This design comes from an exercise in tuning for small area on the open sky130 flow, not from production work.
Only simulation tests tie the RTL to the original design; equivalence was not proved.

## build 26
// sqrt_u32
module sqrt_u32 (
    input  wire        clk,
    input  wire        rst_n,
    input  wire        valid_in,
    input  wire [31:0] data_i,
    output wire        valid_out,
    output wire [15:0] data_o
);
export LEC_CHECK = 0
export ABC_AREA = 1
export CAP_MARGIN = 20
export CORE_MARGIN = 2
export CORE_UTILIZATION = 55
export CTS_BUF_LIST = sky130_fd_sc_hd__clkbuf_8
export GPL_TIMING_DRIVEN = 0
export PLACE_DENSITY = 0.65
export SETUP_SLACK_MARGIN = -0.4
export SLEW_MARGIN = 20
create_clock -name core_clock -period 9.0 [get_ports {clk}]
standard.sh (not shown) runs the stock make flow with config.mk's settings and CLKGATE_MAP_FILE= SYNTH_SCRIPT=/design/flow/synth_recipe.tcl, a recipe that flattens the netlist after the stock synthesis.
==> flow/flow/run.sh <==
#!/bin/bash
# Standard layout (standard.sh) with its own logic mapping:
# - synthesis skips Yosys's full-adder extraction (ADDER_MAP_FILE empty), so ABC maps the
#   carry chains itself;
# - ABC runs flow/area.abc instead of ORFS's script. Everything else in synthesis (registers,
#   flattening, renaming) is the standard synthesis script, patched only at the abc call.
# - input and output ports get the smallest buffer (buf_1).
export BUFFER_PORTS_ARGS="-buffer_cell sky130_fd_sc_hd__buf_1"
# - clock tree without dummy loads.
export CTS_ARGS="-sink_clustering_enable -repair_clock_nets -buf_list sky130_fd_sc_hd__clkbuf_8 -dont_use_dummy_load"
set -euo pipefail
here=$(pwd)
sed 's|^\(\s*\)log_cmd abc {\*}$abc_args|\1log_cmd abc {*}[lreplace $abc_args 1 1 $::env(MY_ABC_SCRIPT)]|' \
  "$FLOW_HOME/scripts/synth.tcl" > "$here/synth_abc.tcl"
grep -q 'MY_ABC_SCRIPT' "$here/synth_abc.tcl"
sed "s|\$::env(SCRIPTS_DIR)/synth.tcl|$here/synth_abc.tcl|" synth_recipe.tcl > "$here/synth_recipe_abc.tcl"
grep -q synth_abc.tcl "$here/synth_recipe_abc.tcl"
sed "s|SYNTH_SCRIPT=[^ ]*|SYNTH_SCRIPT=$here/synth_recipe_abc.tcl|" standard.sh > "$here/standard_abc.sh"
export ADDER_MAP_FILE=
export MY_ABC_SCRIPT="$here/flow/area.abc"
bash "$here/standard_abc.sh" > standard.log 2>&1
==> flow/flow/area.abc <==
strash
dch
map -B 0.9
topo
stime -c
buffer -c
dnsize -c
#### Input delta (build 41 over build 26)
==> flow/flow/run.sh <==
#!/bin/bash
# Standard layout (standard.sh), except that synthesis skips Yosys's full-adder extraction
# (ADDER_MAP_FILE empty), so ABC maps the carry chains itself.
export BUFFER_PORTS_ARGS="-buffer_cell sky130_fd_sc_hd__buf_1"
set -euo pipefail
export ADDER_MAP_FILE=
bash standard.sh > standard.log 2>&1
--- a/flow/config.mk
+++ b/flow/config.mk
@@ -14,3 +14,2 @@
 export PLACE_DENSITY = 0.65
-export SETUP_SLACK_MARGIN = -0.4
 export SLEW_MARGIN = 20
removed: flow/flow/area.abc
On worst stage delay on the critical path: build 41 sits above build 26.
Of the two values seen for slowest cell on the critical path, dfxtp_4 was produced by build 26 and dfxtp_2 by build 41.
Comparing net count of the finished layout for build 26 and build 41, the bigger number came from build 41.
Of build 26 and build 41, build 41 shows the lower critical path depth, with build 26 above it.
Comparing build 41 with build 26, the clock transition at the registers of the reported paths came out essentially unchanged.
Compared with build 26, in build 41 final design area excluding fillers shows an increase of 11%; die area shows an increase of 7.4%.
Inputs modified between build 41 and build 10:
--- a/flow/flow/run.sh
+++ b/flow/flow/run.sh
@@ -3,3 +3,6 @@
 # (ADDER_MAP_FILE empty), so ABC maps the carry chains itself.
+# - input and output ports get the smallest buffer (buf_1).
 export BUFFER_PORTS_ARGS="-buffer_cell sky130_fd_sc_hd__buf_1"
+# - clock tree without dummy loads.
+export CTS_ARGS="-sink_clustering_enable -repair_clock_nets -buf_list sky130_fd_sc_hd__clkbuf_8 -dont_use_dummy_load"
 set -euo pipefail
--- a/flow/config.mk
+++ b/flow/config.mk
@@ -14,2 +14,3 @@
 export PLACE_DENSITY = 0.65
+export SETUP_SLACK_MARGIN = -0.4
 export SLEW_MARGIN = 20
Results
Build 41 reports its launching instance or port of the critical path as q12_q[2] while build 10 reports q12_q[1]. Fmax | build 10 vs build 41 | build 10 slower. Summary — worst path setup slack after routing, build 10 relative to build 41: lower, by 130 ps. Taking build 41 as the reference, in build 10 wire length now smaller; global-route wire length before repair now smaller; met2 track utilization from global routing comparable; number of standard cells in the layout, taps in and fillers out now smaller; total placed cells including tap cells comparable. In the final reports, the cell area of build 10 is smaller than that of build 41.
Changes in build 12 relative to build 10:
==> flow/flow/run.sh <==
#!/bin/bash
# Standard layout (standard.sh) with its own logic mapping:
# - synthesis skips Yosys's full-adder extraction (ADDER_MAP_FILE empty), so ABC maps the
#   carry chains itself;
# - ABC runs flow/area.abc instead of ORFS's script. Everything else in synthesis (registers,
#   flattening, renaming) is the standard synthesis script, patched only at the abc call.
export BUFFER_PORTS_ARGS="-buffer_cell sky130_fd_sc_hd__buf_1"
set -euo pipefail
here=$(pwd)
sed 's|^\(\s*\)log_cmd abc {\*}$abc_args|\1log_cmd abc {*}[lreplace $abc_args 1 1 $::env(MY_ABC_SCRIPT)]|' \
  "$FLOW_HOME/scripts/synth.tcl" > "$here/synth_abc.tcl"
grep -q 'MY_ABC_SCRIPT' "$here/synth_abc.tcl"
sed "s|\$::env(SCRIPTS_DIR)/synth.tcl|$here/synth_abc.tcl|" synth_recipe.tcl > "$here/synth_recipe_abc.tcl"
grep -q synth_abc.tcl "$here/synth_recipe_abc.tcl"
sed "s|SYNTH_SCRIPT=[^ ]*|SYNTH_SCRIPT=$here/synth_recipe_abc.tcl|" standard.sh > "$here/standard_abc.sh"
export ADDER_MAP_FILE=
export MY_ABC_SCRIPT="$here/flow/area.abc"
bash "$here/standard_abc.sh" > standard.log 2>&1
==> flow/flow/area.abc (new file) <==
strash
dc2
dch -f
map -a
topo
stime -c
buffer -c
upsize -c
dnsize -c
--- a/flow/config.mk
+++ b/flow/config.mk
@@ -11,6 +11,3 @@
 export CORE_UTILIZATION = 55
-export CTS_BUF_LIST = sky130_fd_sc_hd__clkbuf_8
-export GPL_TIMING_DRIVEN = 0
 export PLACE_DENSITY = 0.65
-export SETUP_SLACK_MARGIN = -0.4
 export SLEW_MARGIN = 20
Findings:
Re worst hold slack: build 10 was higher than build 12. Build 12 has final wirelength above what build 10 had. Build 12: growth of design area from synthesis to finish is 14 points higher than what build 10 reported. Build 12 against build 10: count of buffers added by post-CTS timing repair for setup went up, register bit total from synthesis did not really move, net count reported at finish went down. Build 12: complete, dirty (setup timing). Final standard cell utilization of the core ends up lower on build 10.

static timing again, ports no longer ideal:
No port has a modelled driver above. Below, the same layouts with a new extraction and two added sets of constraints.
Step 1 (the two cells are an assumption about what drives the block):
set clk [get_ports {clk}]
set_driving_cell -lib_cell sky130_fd_sc_hd__clkbuf_16 $clk
set_driving_cell -lib_cell sky130_fd_sc_hd__buf_2 [delete_from_list [all_inputs] $clk]
Step 2, shift: input delay + t, output delay - t, t = (earliest + latest rising clock arrival at the registers) / 2. This alone moves slack from input paths to output paths.
a / b / c = ideal / step 1 / step 2; a / b = the first two.
run	shift t [ns]	setup WS [ns]	worst hold slack (ns)
build 26	0.379	0.336 / 0.301 / 0.159	0.326 / 0.326 / 0.326
build 41	0.399	0.507 / 0.470 / 0.762	0.330 / 0.330 / 0.330
build 10	0.384	0.381 / 0.344 / 0.728	0.328 / 0.328 / 0.328
build 12	0.371	-0.142 / -0.179 / 0.192	0.321 / 0.321 / 0.321
The setup slack of build 26, which loses most, moves by -0.035 ns with the drivers and by -0.177 ns with both steps.
